Background: an optimization exercise with open tools, aiming at small area and a short achievable clock period. Do not read the settings as production practice. Function was not checked in any run shown here: the RTL went through the layout flow alone. Power figures rest on the tool's default switching activity, not on a simulated workload.

==> flow/design.v (outline; a module is shown in full before it is edited, if it fits) <==
// module ex_alu: 1018 lines
// module cx_nand2: 1 lines
// module cx_nor2: 1 lines
// module cx_xor2: 1 lines
// module cx_xnor2: 1 lines
// module cx_inv: 1 lines
// module cx_a21oi: 1 lines
// module cx_o21ai: 1 lines
// module cx_a22oi: 1 lines
// module cx_a222oi: 2 lines
// module cx_mx2i: 1 lines
// module cx_a21boi: 1 lines
// module cx_o21bai: 1 lines
// module cx_nand3: 1 lines
// module cx_nand4: 1 lines
// module cx_nor3: 1 lines
// module cx_and3: 1 lines
// module CPU: 192 lines
// module id_decode: 68 lines
// module br_taken: 6 lines
// module cpu_hit: 6 lines
// module cpu_eq32: 5 lines
// module next_pc: 15 lines
// module cpu_mux2: 5 lines
// module rf_rdbit_n: 17 lines
// module rf_dec: 26 lines
// module cpu_adder32: 169 lines
module CPU(reset, clk, imem_addr, imem_data, mem_addr, mem_wdata, mem_rdata, mem_read, mem_write);
  // ...
==> flow/flow/run.sh <==
#!/bin/bash
# Layout: the standard ORFS flow (standard.sh), with
#  - timing repair aimed below the clock period (repair_timing runs until the setup
#    slack reaches SETUP_SLACK_MARGIN),
#  - plain buffers on the ports instead of the delay cells buffer_ports picks,
#  - clock tree synthesis without dummy loads, with larger leaf clusters and only the
#    largest clock buffer, which needs fewer buffers in all.
# ORFS writes each step's full log under orfs/logs; make's own output goes to flow.log.
set -euo pipefail
bash standard.sh \
    SETUP_SLACK_MARGIN=6.5 \
    "BUFFER_PORTS_ARGS=-buffer_cell sky130_fd_sc_hd__buf_2" \
    "CTS_ARGS=-sink_clustering_enable -repair_clock_nets -dont_use_dummy_load -buf_list sky130_fd_sc_hd__clkbuf_16 -sink_clustering_size 20 -sink_clustering_max_diameter 100" \
    finish > flow.log 2>&1
==> flow/standard.sh <==
#!/bin/bash
# synth_recipe.tcl (not shown) runs the flow's synth.tcl, then flattens the netlist and writes it again
# the make line also repeats each setting of config.mk as NAME=value (left out here)
make -C /OpenROAD-flow-scripts/flow DESIGN_CONFIG=/design/flow/config.mk WORK_HOME=/design/flow/orfs CLKGATE_MAP_FILE= SYNTH_SCRIPT=/design/flow/synth_recipe.tcl "${@:-finish}"
==> flow/config.mk <==
export PLATFORM = sky130hd
export DESIGN_NAME = CPU
export DESIGN_NICKNAME = CPU
export VERILOG_FILES = /design/flow/design.v
export SDC_FILE = /design/flow/constraint.sdc
export NUM_CORES = 8
export LEC_CHECK = 0
export CAP_MARGIN = 20
export CORE_MARGIN = 2
export CORE_UTILIZATION = 40
export SLEW_MARGIN = 20
export SYNTH_HIERARCHICAL = 1
==> flow/constraint.sdc <==
create_clock -name core_clock -period 10.0 [get_ports {clk}]
set_input_delay 2.0000 -clock core_clock [delete_from_list [all_inputs] [get_ports {clk}]]
set_output_delay 2.0000 -clock core_clock [all_outputs]
set_load 0.01 [all_outputs]
==> results.py, run 1 <==
metrics = {
    "power": {
        "p_per_area_mw_per_mm2": 205,
        "seq_power_uw": 8170,
        "powerComb_uw": 4310,
        "power_frac_clock_pct": 21.5,
    },
    "finish": {
        "flops_and_latches": 1425,
        "fill_cells": 14863,
        "largest_register_ff_count": 992,
        "multi_input_gates": 3434,
        "fin_nets": 5683,
        "buf_share_pct": 5.38,
        "inverters": 174,
        "final_util_pct": 46.0,
    },
    "detailed_routing": {
        "vias": 53249,
        "routed-wl-met2_mm": 122,
        "drc": 0,
        "dr.pass1.iters": 14,
    },
    "clock_tree": {
        "cts_made_buffers": 84,
        "root_buffer": "clkbuf_16",
        "htree_levels": 3,
    },
    "synthesis": {
        "synthesis.area_mm2": 0.0680,
        "avgSynthCellArea_um2": 13.1,
    },
    "outcome": {
        "outcome": "finished clean",
    },
    "global_route": {
        "grt_usage_pct": 29.6,
        "top_usage_layer": "met2",
        "use_met3_pct": 6.30,
    },
    "timing": {
        "tns_ns": 0,
        "fmax_mhz": 284,
        "slew_violations": 0,
    },
    "critical_path": {
        "crit_path_end": "PC[3]$_DFF_PN0_",
        "worst_setup_path_start_kind": "register",
        "path_delay_family": "simple AND/OR/NAND/NOR gates",
    },
    "die": {
        "die_h_um": 416,
    },
}
==> module CPU, before the edit <==
module CPU(reset, clk, imem_addr, imem_data, mem_addr, mem_wdata, mem_rdata, mem_read, mem_write);
input reset, clk;
output [31:0] imem_addr;
input [31:0] imem_data;
output [31:0] mem_addr;
output [31:0] mem_wdata;
input [31:0] mem_rdata;
output mem_read;
output mem_write;
reg [31:0] PC;
reg [31:0] ir;           
reg [31:0] pc4_id;       
reg [31:0] rf1n_id, rf2n_id;  
reg        hit1_id, hit2_id, hit1c_id, hit2c_id;  
reg        br_id, jmp_id, jr_id, und_id, sw_id, nas1_id, as2_id, nbs_id, link_id;
reg        exh_rs, exh_rt, memh_rs, memh_rt;
reg [31:0] d1_ex;        
reg [31:0] d2x_ex;       
reg [31:0] e_ex;         
reg        fwdA_ex, fwdB_ex, fwdS_ex;
reg        mrd_ex, mwr_ex, rw_ex, mv_ex, wv_ex, link_ex;
reg [4:0]  wreg_ex;
reg        sub_ex, add_ex, slt_ex, sh_ex, k1_ex, k2_ex, k3_ex;
reg [1:0]  sop_ex;
reg [31:0] outZ_mem, d2_mem;
reg        mrd_mem, mwr_mem, mv_mem, wv_mem, link_mem;
reg [4:0]  wreg_mem;
reg [31:0] wdatan_wb;
reg [31:0] rf [1:31];
reg [31:1] rvalid;
wire ifflush;
wire [4:0] wreg;
wire [4:0] nrs = imem_data[25:21];
wire [4:0] nrt = imem_data[20:16];
wire [30:0] sel1, sel2, sel1b, sel2b;
wire [31:0] rf1n_if, rf2n_if;
rf_dec dc1 (.n(nrs), .valid(rvalid), .sel(sel1), .sel2(sel1b));
rf_dec dc2 (.n(nrt), .valid(rvalid), .sel(sel2), .sel2(sel2b));
genvar gj, gb;
generate
    for (gb = 0; gb < 32; gb = gb + 1) begin : rdcol
        wire [30:0] col;
        for (gj = 1; gj < 32; gj = gj + 1) begin : c
            assign col[gj-1] = rf[gj][gb];
        end
        rf_rdbit_n u1 (.s(gb < 16 ? sel1 : sel1b), .d(col), .yn(rf1n_if[gb]));
        rf_rdbit_n u2 (.s(gb < 16 ? sel2 : sel2b), .d(col), .yn(rf2n_if[gb]));
    end
endgenerate
wire hit1_if, hit2_if, hit1c_if, hit2c_if;
cpu_hit h1 (.v(wv_mem), .w(wreg_mem), .n(nrs), .hit(hit1_if));
cpu_hit h2 (.v(wv_mem), .w(wreg_mem), .n(nrt), .hit(hit2_if));
cpu_hit h1c (.v(wv_mem), .w(wreg_mem), .n(nrs), .hit(hit1c_if));
cpu_hit h2c (.v(wv_mem), .w(wreg_mem), .n(nrt), .hit(hit2c_if));
wire [31:0] ir_next = ifflush ? 32'h0 : imem_data;
wire n_br, n_jmp, n_jr, n_und, n_sw, n_as1, n_as2, n_link;
id_decode pdec (.ir(ir_next), .is_branch(n_br), .is_jump(n_jmp), .is_jr(n_jr), .undef(n_und),
    .is_lw(), .is_sw(n_sw), .regwrite(), .wreg(), .mv(), .wv(), .alusrc1(n_as1), .alusrc2(n_as2),
    .link(n_link), .sub(), .add(), .slt(), .log(), .sh(), .lop(), .sop(), .lu_out());
wire [4:0] rs_next = ir_next[25:21];
wire [4:0] rt_next = ir_next[20:16];
wire [4:0] rs = ir[25:21];
wire [4:0] rt = ir[20:16];
wire is_lw, regwrite, mv, wv;
wire sub_d, add_d, slt_d, log_d, sh_d;
wire [1:0] lop_d, sop_d;
wire [31:0] lu_out;
id_decode dec (.ir(ir), .is_branch(), .is_jump(), .is_jr(), .undef(),
    .is_lw(is_lw), .is_sw(), .regwrite(regwrite), .wreg(wreg), .mv(mv), .wv(wv),
    .alusrc1(), .alusrc2(), .link(),
    .sub(sub_d), .add(add_d), .slt(slt_d), .log(log_d), .sh(sh_d), .lop(lop_d), .sop(sop_d),
    .lu_out(lu_out));
wire [31:0] rf1, rf2, rf1c, rf2c;    
generate
    for (gb = 0; gb < 32; gb = gb + 1) begin : byp
        cx_mx2i m1 (.a0(rf1n_id[gb]), .a1(wdatan_wb[gb]), .s(hit1_id), .y(rf1[gb]));
        cx_mx2i m2 (.a0(rf2n_id[gb]), .a1(wdatan_wb[gb]), .s(hit2_id), .y(rf2[gb]));
        cx_mx2i m3 (.a0(rf1n_id[gb]), .a1(wdatan_wb[gb]), .s(hit1c_id), .y(rf1c[gb]));
        cx_mx2i m4 (.a0(rf2n_id[gb]), .a1(wdatan_wb[gb]), .s(hit2c_id), .y(rf2c[gb]));
    end
endgenerate
wire loaduse = !sw_id && mrd_ex && (exh_rs || exh_rt);
wire special = mv_ex && (br_id || jr_id) && (exh_rs || exh_rt);    
wire exflush = loaduse || special;
assign ifflush = br_id || jmp_id || jr_id || exflush;
wire fwdA_d = nas1_id && mv_ex && exh_rs;
wire fwdB_d = !as2_id && mv_ex && exh_rt;
wire fwdS_d = sw_id && mv_ex && exh_rt;
wire wbA = nas1_id && wv_mem && memh_rs;
wire wbB = !nbs_id && wv_mem && memh_rt && !(rw_ex && exh_rs);
wire [31:0] rt_val = wbB ? outZ_mem : rf2;
wire eab, ezb, eaz;
cpu_eq32 c0 (.x(rf1c), .y(rf2c), .e(eab));
cpu_eq32 c1 (.x(outZ_mem), .y(rf2c), .e(ezb));
cpu_eq32 c2 (.x(rf1c), .y(outZ_mem), .e(eaz));
wire fa = mv_mem && memh_rs;
wire fb = mv_mem && memh_rt;
wire br_ok = br_id && !und_id && !exflush;
wire [3:0] brsel = {br_ok && fa && fb, br_ok && !fa && fb, br_ok && fa && !fb, br_ok && !fa && !fb};
wire [31:0] pc_other, pc_btgt, pc4_next;
next_pc npc (.pc(PC), .ir(ir), .rf1(rf1), .undef(und_id), .exflush(exflush), .is_branch(br_id),
    .is_jump(jmp_id), .is_jr(jr_id), .pc_other(pc_other), .btgt(pc_btgt), .pc4(pc4_next));
wire [1:0] brt;
br_taken bt0 (.sel(brsel), .eab(eab), .ezb(ezb), .eaz(eaz), .t(brt[0]));
br_taken bt1 (.sel(brsel), .eab(eab), .ezb(ezb), .eaz(eaz), .t(brt[1]));
wire [31:0] PC_next;
generate
    for (gb = 0; gb < 32; gb = gb + 1) begin : pcm
        cpu_mux2 m (.a0(pc_other[gb]), .a1(pc_btgt[gb]), .s(brt[gb/16]), .y(PC_next[gb]));
    end
endgenerate
assign imem_addr = PC;
always @(negedge reset or posedge clk)
    if (!reset) PC <= 32'h0;
    else PC <= PC_next;
always @(negedge reset or posedge clk)
    if (!reset) begin
        ir <= 32'h0;
        br_id <= 1'b0; jmp_id <= 1'b0; jr_id <= 1'b0; und_id <= 1'b0; sw_id <= 1'b0;
        nas1_id <= 1'b0; as2_id <= 1'b0; nbs_id <= 1'b0; link_id <= 1'b0;
    end else begin
        ir <= ir_next;
        br_id <= n_br; jmp_id <= n_jmp; jr_id <= n_jr; und_id <= n_und; sw_id <= n_sw;
        nas1_id <= !n_as1; as2_id <= n_as2; nbs_id <= n_as2 && !n_sw; link_id <= n_link;
    end
always @(posedge clk) begin
    pc4_id <= pc4_next;
    rf1n_id <= rf1n_if;
    rf2n_id <= rf2n_if;
    exh_rs <= (wreg == rs_next);
    exh_rt <= (wreg == rt_next);
    memh_rs <= (wreg_ex == rs_next);
    memh_rt <= (wreg_ex == rt_next);
end
always @(negedge reset or posedge clk)
    if (!reset) begin
        hit1_id <= 1'b0; hit2_id <= 1'b0; hit1c_id <= 1'b0; hit2c_id <= 1'b0;
    end else begin
        hit1_id <= hit1_if; hit2_id <= hit2_if; hit1c_id <= hit1c_if; hit2c_id <= hit2c_if;
    end
always @(posedge clk) begin
    d1_ex <= !nas1_id ? {27'h0, ir[10:6]} : (wbA ? outZ_mem : rf1);
    d2x_ex <= (as2_id ? lu_out : rt_val) ^ {32{sub_d}};
    e_ex  <= link_id ? pc4_id : rt_val;
    wreg_ex <= wreg;
    sub_ex <= sub_d; add_ex <= add_d; slt_ex <= slt_d; sh_ex <= sh_d; sop_ex <= sop_d;
    k1_ex <= log_d && !lop_d[1];                 
    k2_ex <= log_d && (lop_d == 2'd1 || lop_d == 2'd2);   
    k3_ex <= log_d && (lop_d == 2'd3);           
    link_ex <= link_id;
end
always @(negedge reset or posedge clk)
    if (!reset) begin
        fwdA_ex <= 1'b0; fwdB_ex <= 1'b0; fwdS_ex <= 1'b0; mrd_ex <= 1'b0; mwr_ex <= 1'b0;
        rw_ex <= 1'b0; mv_ex <= 1'b0; wv_ex <= 1'b0;
    end else if (exflush) begin
        fwdA_ex <= 1'b0; fwdB_ex <= 1'b0; fwdS_ex <= 1'b0; mrd_ex <= 1'b0; mwr_ex <= 1'b0;
        rw_ex <= 1'b0; mv_ex <= 1'b0; wv_ex <= 1'b0;
    end else begin
        fwdA_ex <= fwdA_d; fwdB_ex <= fwdB_d; fwdS_ex <= fwdS_d; mrd_ex <= is_lw; mwr_ex <= sw_id;
        rw_ex <= regwrite; mv_ex <= mv; wv_ex <= wv;
    end
wire [31:0] alu_out;
ex_alu alu0 (.d1(d1_ex), .d2x(d2x_ex), .z(outZ_mem), .sub(sub_ex), .fwdA(fwdA_ex), .fwdB(fwdB_ex),
    .add(add_ex), .slt(slt_ex), .k1(k1_ex), .k2(k2_ex), .k3(k3_ex), .sh(sh_ex), .sop(sop_ex), .y(alu_out));
always @(posedge clk) begin
    outZ_mem <= alu_out;
    d2_mem <= fwdS_ex ? outZ_mem : e_ex;
    wreg_mem <= wreg_ex;
    link_mem <= link_ex;
end
always @(negedge reset or posedge clk)
    if (!reset) begin
        mrd_mem <= 1'b0; mwr_mem <= 1'b0; mv_mem <= 1'b0; wv_mem <= 1'b0;
    end else begin
        mrd_mem <= mrd_ex; mwr_mem <= mwr_ex; mv_mem <= mv_ex; wv_mem <= wv_ex;
    end
assign mem_addr = outZ_mem;
assign mem_wdata = d2_mem;
assign mem_read = mrd_mem;
assign mem_write = mwr_mem;
wire [31:0] wdata = mrd_mem ? mem_rdata : link_mem ? d2_mem : outZ_mem;
always @(posedge clk) wdatan_wb <= ~wdata;
integer i;
always @(posedge clk)
    for (i = 1; i < 32; i = i + 1)
        if (wv_mem && wreg_mem == i) rf[i] <= wdata;
always @(negedge reset or posedge clk)
    if (!reset) rvalid <= 31'h0;
    else for (i = 1; i < 32; i = i + 1)
        if (wv_mem && wreg_mem == i) rvalid[i] <= 1'b1;
endmodule
==> module rf_dec, before the edit <==
module rf_dec(n, valid, sel, sel2);
input [4:0] n;
input [31:1] valid;
output [30:0] sel, sel2;    
wire [4:0] nn;
wire [7:0] hin;
wire [3:0] lon;
wire [31:1] vn;
genvar k;
generate
    for (k = 0; k < 5; k = k + 1) begin : iv
        cx_inv u (.a(n[k]), .y(nn[k]));
    end
    for (k = 0; k < 8; k = k + 1) begin : h
        cx_nand3 u (.a(k & 4 ? n[4] : nn[4]), .b(k & 2 ? n[3] : nn[3]), .c(k & 1 ? n[2] : nn[2]), .y(hin[k]));
    end
    for (k = 0; k < 4; k = k + 1) begin : l
        cx_nand2 u (.a(k & 2 ? n[1] : nn[1]), .b(k & 1 ? n[0] : nn[0]), .y(lon[k]));
    end
    for (k = 1; k < 32; k = k + 1) begin : s
        cx_inv v (.a(valid[k]), .y(vn[k]));
        cx_nor3 u (.a(vn[k]), .b(hin[k/4]), .c(lon[k%4]), .y(sel[k-1]));
        cx_nor3 u2 (.a(vn[k]), .b(hin[k/4]), .c(lon[k%4]), .y(sel2[k-1]));
    end
endgenerate
endmodule
==> inputs of run 2 (changes only) <==
--- a/flow/design.v
+++ b/flow/design.v
@@ -1046,6 +1046,5 @@
 reg [31:0] ir;           
 reg [31:0] pc4_id;       
-reg [31:0] rf1n_id, rf2n_id;  
-reg        hit1_id, hit2_id, hit1c_id, hit2c_id;  
+reg [30:0] sel1_id, sel2_id;  
 reg        br_id, jmp_id, jr_id, und_id, sw_id, nas1_id, as2_id, nbs_id, link_id;
 reg        exh_rs, exh_rt, memh_rs, memh_rt;
@@ -1061,5 +1060,4 @@
 reg        mrd_mem, mwr_mem, mv_mem, wv_mem, link_mem;
 reg [4:0]  wreg_mem;
-reg [31:0] wdatan_wb;
 reg [31:0] rf [1:31];
 reg [31:1] rvalid;
@@ -1068,24 +1066,8 @@
 wire [4:0] nrs = imem_data[25:21];
 wire [4:0] nrt = imem_data[20:16];
-wire [30:0] sel1, sel2, sel1b, sel2b;
-wire [31:0] rf1n_if, rf2n_if;
-rf_dec dc1 (.n(nrs), .valid(rvalid), .sel(sel1), .sel2(sel1b));
-rf_dec dc2 (.n(nrt), .valid(rvalid), .sel(sel2), .sel2(sel2b));
-genvar gj, gb;
-generate
-    for (gb = 0; gb < 32; gb = gb + 1) begin : rdcol
-        wire [30:0] col;
-        for (gj = 1; gj < 32; gj = gj + 1) begin : c
-            assign col[gj-1] = rf[gj][gb];
-        end
-        rf_rdbit_n u1 (.s(gb < 16 ? sel1 : sel1b), .d(col), .yn(rf1n_if[gb]));
-        rf_rdbit_n u2 (.s(gb < 16 ? sel2 : sel2b), .d(col), .yn(rf2n_if[gb]));
-    end
-endgenerate
-wire hit1_if, hit2_if, hit1c_if, hit2c_if;
-cpu_hit h1 (.v(wv_mem), .w(wreg_mem), .n(nrs), .hit(hit1_if));
-cpu_hit h2 (.v(wv_mem), .w(wreg_mem), .n(nrt), .hit(hit2_if));
-cpu_hit h1c (.v(wv_mem), .w(wreg_mem), .n(nrs), .hit(hit1c_if));
-cpu_hit h2c (.v(wv_mem), .w(wreg_mem), .n(nrt), .hit(hit2c_if));
+wire [31:1] rvalid_next;
+wire [30:0] sel1, sel2;
+rf_dec dc1 (.n(nrs), .valid(rvalid_next), .sel(sel1));
+rf_dec dc2 (.n(nrt), .valid(rvalid_next), .sel(sel2));
 wire [31:0] ir_next = ifflush ? 32'h0 : imem_data;
 wire n_br, n_jmp, n_jr, n_und, n_sw, n_as1, n_as2, n_link;
@@ -1106,13 +1088,18 @@
     .sub(sub_d), .add(add_d), .slt(slt_d), .log(log_d), .sh(sh_d), .lop(lop_d), .sop(sop_d),
     .lu_out(lu_out));
-wire [31:0] rf1, rf2, rf1c, rf2c;    
+wire [31:0] rf1n, rf2n, rf1, rf2;
+genvar gj, gb;
 generate
-    for (gb = 0; gb < 32; gb = gb + 1) begin : byp
-        cx_mx2i m1 (.a0(rf1n_id[gb]), .a1(wdatan_wb[gb]), .s(hit1_id), .y(rf1[gb]));
-        cx_mx2i m2 (.a0(rf2n_id[gb]), .a1(wdatan_wb[gb]), .s(hit2_id), .y(rf2[gb]));
-        cx_mx2i m3 (.a0(rf1n_id[gb]), .a1(wdatan_wb[gb]), .s(hit1c_id), .y(rf1c[gb]));
-        cx_mx2i m4 (.a0(rf2n_id[gb]), .a1(wdatan_wb[gb]), .s(hit2c_id), .y(rf2c[gb]));
+    for (gb = 0; gb < 32; gb = gb + 1) begin : rdcol
+        wire [30:0] col;
+        for (gj = 1; gj < 32; gj = gj + 1) begin : c
+            assign col[gj-1] = rf[gj][gb];
+        end
+        rf_rdbit_n u1 (.s(sel1_id), .d(col), .yn(rf1n[gb]));
+        rf_rdbit_n u2 (.s(sel2_id), .d(col), .yn(rf2n[gb]));
     end
 endgenerate
+assign rf1 = ~rf1n;
+assign rf2 = ~rf2n;
 wire loaduse = !sw_id && mrd_ex && (exh_rs || exh_rt);
 wire special = mv_ex && (br_id || jr_id) && (exh_rs || exh_rt);    
@@ -1126,7 +1113,7 @@
 wire [31:0] rt_val = wbB ? outZ_mem : rf2;
 wire eab, ezb, eaz;
-cpu_eq32 c0 (.x(rf1c), .y(rf2c), .e(eab));
-cpu_eq32 c1 (.x(outZ_mem), .y(rf2c), .e(ezb));
-cpu_eq32 c2 (.x(rf1c), .y(outZ_mem), .e(eaz));
+cpu_eq32 c0 (.x(rf1n), .y(rf2n), .e(eab));
+cpu_neq32 c1 (.x(outZ_mem), .yn(rf2n), .e(ezb));
+cpu_neq32 c2 (.x(outZ_mem), .yn(rf1n), .e(eaz));
 wire fa = mv_mem && memh_rs;
 wire fb = mv_mem && memh_rt;
@@ -1161,6 +1148,6 @@
 always @(posedge clk) begin
     pc4_id <= pc4_next;
-    rf1n_id <= rf1n_if;
-    rf2n_id <= rf2n_if;
+    sel1_id <= sel1;
+    sel2_id <= sel2;
     exh_rs <= (wreg == rs_next);
     exh_rt <= (wreg == rt_next);
@@ -1168,10 +1155,4 @@
     memh_rt <= (wreg_ex == rt_next);
 end
-always @(negedge reset or posedge clk)
-    if (!reset) begin
-        hit1_id <= 1'b0; hit2_id <= 1'b0; hit1c_id <= 1'b0; hit2c_id <= 1'b0;
-    end else begin
-        hit1_id <= hit1_if; hit2_id <= hit2_if; hit1c_id <= hit1c_if; hit2c_id <= hit2c_if;
-    end
 always @(posedge clk) begin
     d1_ex <= !nas1_id ? {27'h0, ir[10:6]} : (wbA ? outZ_mem : rf1);
@@ -1216,13 +1197,16 @@
 assign mem_write = mwr_mem;
 wire [31:0] wdata = mrd_mem ? mem_rdata : link_mem ? d2_mem : outZ_mem;
-always @(posedge clk) wdatan_wb <= ~wdata;
 integer i;
 always @(posedge clk)
     for (i = 1; i < 32; i = i + 1)
         if (wv_mem && wreg_mem == i) rf[i] <= wdata;
+generate
+    for (gj = 1; gj < 32; gj = gj + 1) begin : rv
+        assign rvalid_next[gj] = rvalid[gj] || (wv_mem && wreg_mem == gj);
+    end
+endgenerate
 always @(negedge reset or posedge clk)
     if (!reset) rvalid <= 31'h0;
-    else for (i = 1; i < 32; i = i + 1)
-        if (wv_mem && wreg_mem == i) rvalid[i] <= 1'b1;
+    else rvalid <= rvalid_next;
 endmodule
 module id_decode(ir, is_branch, is_jump, is_jr, undef, is_lw, is_sw, regwrite, wreg, mv, wv,
@@ -1300,9 +1284,8 @@
 assign t = (sel[0] & eab) | (sel[1] & ezb) | (sel[2] & eaz) | sel[3];
 endmodule
-module cpu_hit(v, w, n, hit);
-input v;
-input [4:0] w, n;
-output hit;
-assign hit = v && (w == n);
+module cpu_neq32(x, yn, e);
+input [31:0] x, yn;
+output e;
+assign e = &(x ^ yn);
 endmodule
 module cpu_eq32(x, y, e);
@@ -1348,12 +1331,11 @@
 cx_nor3 o (.a(h[0]), .b(h[1]), .c(h[2]), .y(yn));
 endmodule
-module rf_dec(n, valid, sel, sel2);
+module rf_dec(n, valid, sel);
 input [4:0] n;
 input [31:1] valid;
-output [30:0] sel, sel2;    
+output [30:0] sel;
 wire [4:0] nn;
-wire [7:0] hin;
-wire [3:0] lon;
-wire [31:1] vn;
+wire [7:0] hi;
+wire [3:0] lo;
 genvar k;
 generate
@@ -1362,13 +1344,11 @@
     end
     for (k = 0; k < 8; k = k + 1) begin : h
-        cx_nand3 u (.a(k & 4 ? n[4] : nn[4]), .b(k & 2 ? n[3] : nn[3]), .c(k & 1 ? n[2] : nn[2]), .y(hin[k]));
+        cx_nor3 u (.a(k & 4 ? nn[4] : n[4]), .b(k & 2 ? nn[3] : n[3]), .c(k & 1 ? nn[2] : n[2]), .y(hi[k]));
     end
     for (k = 0; k < 4; k = k + 1) begin : l
-        cx_nand2 u (.a(k & 2 ? n[1] : nn[1]), .b(k & 1 ? n[0] : nn[0]), .y(lon[k]));
+        cx_nor2 u (.a(k & 2 ? nn[1] : n[1]), .b(k & 1 ? nn[0] : n[0]), .y(lo[k]));
     end
     for (k = 1; k < 32; k = k + 1) begin : s
-        cx_inv v (.a(valid[k]), .y(vn[k]));
-        cx_nor3 u (.a(vn[k]), .b(hin[k/4]), .c(lon[k%4]), .y(sel[k-1]));
-        cx_nor3 u2 (.a(vn[k]), .b(hin[k/4]), .c(lon[k%4]), .y(sel2[k-1]));
+        cx_and3 u (.a(valid[k]), .b(hi[k/4]), .c(lo[k%4]), .y(sel[k-1]));
     end
 endgenerate
==> run 2 against run 1 <==
  * Largest cell class unchanged
  * First-iteration DRC count rose by 19%
  * Hold slack improved by 0.0048 ns
  * Critical path depth increased by 5
  * Clock power shrank 4%
  * Global-route usage increased by 2.0 points
  * Core utilization decreased by 0.25 points
  * Sequential power is 5.1% lower
  * Count of clock-buffer cells in the layout down 3
  * Sequential cell count shrank 38
  * Still clean on timing, DRC and antenna
==> results.py, run 2 <==
metrics = {
    "timing": {
        "worst_pin_slew_ns": 1.24,
        "tns_ns": 0,
        "setup_viol": 0,
        "slew_headroom_pct": 16.9,
        "slew_violations": 0,
        "rsz0062_at_grt": "yes",
        "clock_skew_ns": 0.119,
        "fin_crit_sh_pct": 40.2,
        "period_needed_ns": 4.02,
        "hold_viol": 0,
        "fmax_mhz": 249,
    },
    "critical_path": {
        "path_depth": 14,
        "slowest_stage": "nand4_1",
        "reg2regPathDepth": 14,
        "cpMostUsedCell": "buf_12",
        "slowest_delay_ns": 0.59,
        "worstSetupPathType": "reg2reg",
        "crit_chain": "buf_12, buf_12, a222oi_1, nand4_1, nor3_4, xnor2_1, nor4_2, nand4_1, nor2_2, buf_4, a22oi_2, nand2_4, buf_12, mux2_4",
        "worst_setup_path_end_kind": "register",
        "worst_setup_path_start_kind": "register",
        "arrival_ns": 4.57,
        "critPathBufInv": 4,
        "cp_max_fo": 8,
        "path_delay_family": "simple AND/OR/NAND/NOR gates",
        "worstPathRequired_ns": 10.55,
    },
    "detailed_routing": {
        "ant_nets": 0,
        "wire_per_inst_um": 36.6,
        "wl_mm": 271,
        "vias_per_cell": 7.03,
        "dr.pass1.iters": 16,
        "drc": 0,
        "first_iter_violations": 13602,
        "vias": 52009,
    },
    "die": {
        "initial_core_util_pct": 40.2,
        "core_area_mm2": 0.160,
        "rows": 147,
        "die_x_um": 405,
        "dieArea_mm2": 0.164,
        "io_pins": 164,
        "die_h_um": 405,
    },
    "clock_tree": {
        "cts.sinks": 1387,
        "htree_levels": 3,
        "cts_made_buffers": 81,
        "root_buffer": "clkbuf_16",
        "clk_path_buf_depth": 3,
        "worstSkewPairLatency_ns": 0.75,
        "cts_tree": "built",
        "ctsHoldBuffers": 0,
        "clkTransAtPathRegs_ns": 0.09,
    },
    "finish": {
        "largest_register_ff_count": 992,
        "final_cell_mix": "edfxtp_1 (992), a222oi_1 (672), nand2_1 (349)",
        "area_growth_pct": 13.6,
        "top_register": "rf",
        "final_util_pct": 45.7,
        "fin_nets": 5332,
        "drive_gt1_share_pct": 19.7,
        "layout.cells.most_common": "edfxtp_1",
    },
    "run": {
        "drv_cap": 0,
    },
    "power": {
        "p_per_area_mw_per_mm2": 213,
        "power_frac_seq_pct": 49.6,
        "ir_drop_mv": 0.250,
        "pwr-share-comb_pct": 29.2,
        "power.internal_uw": 10000,
        "switchingPower_uw": 5580,
        "swShare_pct": 35.7,
        "leakage_uw": 0.0255,
        "power_frac_clock_pct": 21.1,
    },
    "synthesis": {
        "netlist_instances": 4864,
        "synthesis.area_mm2": 0.0644,
        "avgSynthCellArea_um2": 13.2,
        "ys_warn_count": 9,
    },
    "worst_hold_path": {
        "hold_class": "reg2reg",
        "min_path_cells": 0,
    },
    "global_route": {
        "overflow": 0,
        "grt_usage_pct": 31.7,
        "grt_pass1_wl_mm": 369,
        "grt_pass1_vias": 47429,
        "grt_max_degree": 66,
        "antenna_found_initial": 14,
    },
    "placed_design": {
        "io_buffers": 163,
        "dp_hpwl_mm": 172,
        "gp_congestion": 0.983,
    },
    "outcome": {
        "outcome": "finished clean",
    },
}
[run 2: final cells by class]
type                            instances  area [um2]
Fill cell                           14323       87000
Clock buffer                           81        2030
Multi-Input combinational cell       3218       26100
Timing Repair Buffer                  428        3450
Sequential cell                      1387       38500
Antenna cell                            9        22.5
Tap cell                             2160        2700
Inverter                              112         420
[run 2: layer usage]
metal,vias up,routed length (um),GRT usage (%)
li1,20952,-,-
met1,25742,99500,42.6
met2,4476,117000,47.5
met3,831,39700,9.17
met4,8,14500,13.7
met5,-,66,0.327
[run 2: final timing paths]
path / from / end / slack (ns)
max: sel1_id[15]$_DFF_P_ / PC[23]$_DFF_PN0_ / 5.98
min: link_ex$_DFF_P_ / link_mem$_DFF_P_ / 0.33
max reg2reg: sel1_id[15]$_DFF_P_ / PC[23]$_DFF_PN0_ / 5.98
min reg2reg: link_ex$_DFF_P_ / link_mem$_DFF_P_ / 0.33
max in group asynchronous: reset / rvalid[5]$_DFF_PN0_ / 7.20
min in group asynchronous: reset / PC[19]$_DFF_PN0_ / 1.40
[run 2: power groups by stage]
stage / clock (uW) / combinational [uW] / sequential, uW
2_1_floorplan: 0 / 2190 / 7680
3_3_place_gp: 0 / 4050 / 7810
3_5_place_dp: 0 / 4090 / 7810
4_1_cts: 3300 / 4330 / 7700
5_1_grt: 3490 / 4740 / 7760
6_report: 3300 / 4560 / 7750
[run 2: per-stage QoR]
stage | power (uW) | instance area (um2) | instances | hold slack [ns] | setup slack [ns]
after detailed placement | 11900 | 68900 | 7194 | 0.315 | 5.17
final | 15600 | 73200 | 7395 | 0.330 | 5.98
after global routing | 16000 | 73200 | 7386 | 0.352 | 6.12
after global placement | 11900 | 68900 | 7194 | 0.312 | 5.08
after CTS | 15300 | 72800 | 7372 | 0.331 | 6.32
after floorplan | 9870 | 64500 | 4866 | 0.310 | 6.37
[run 2: what timing repair did]
| action | in CTS | in global routing |
|---|---|---|
| setup buffers | 95 | 11 |
| gates resized for setup | 219 | 52 |
| setup endpoints to repair | 120 | 62 |
| pin swaps | 129 | 37 |
| gates cloned | 2 | 1 |
[run 2: worst reg2reg max path, cell delays in order (launching register included)]
cell,delay (ns)
dfxtp_4,0.41
buf_12,0.17
buf_12,0.15
a222oi_1,0.45
nand4_1,0.59
nor3_4,0.47
xnor2_1,0.13
nor4_2,0.28
nand4_1,0.16
nor2_2,0.22
buf_4,0.15
a22oi_2,0.08
nand2_4,0.15
buf_12,0.15
mux2_4,0.30

[static timing again, ports no longer ideal]
How much do the figures lean on ideal ports? The routed layouts below were timed once more, with nothing changed but the port constraints. Step 1, drivers: a clkbuf_16 drives clk and a buf_2 each remaining input, both assumed. Step 2 moves the port delays by t, midway between the first and last clock arrival at a register: inputs arrive t later, outputs are due t later. That takes back most of the time a late clock gives input paths. Three values: ideal ports, drivers, drivers and shift; two values: the first two.
run	shift t [ns]	setup WS [ns]	worst setup path after step 2	slew at the worst register clock pin (ns)	worst slew at a driven data input, ns
run 1	0.775	6.483 / 6.449 / 5.759	input to register	0.10 / 0.10	0.07
run 2	0.773	5.983 / 5.983 / 5.983	register to register	0.09 / 0.09	0.07
After both steps setup and hold are still met in every run listed. The setup slack of run 1, which loses most, moves by -0.034 ns with the drivers and by -0.724 ns with both steps.
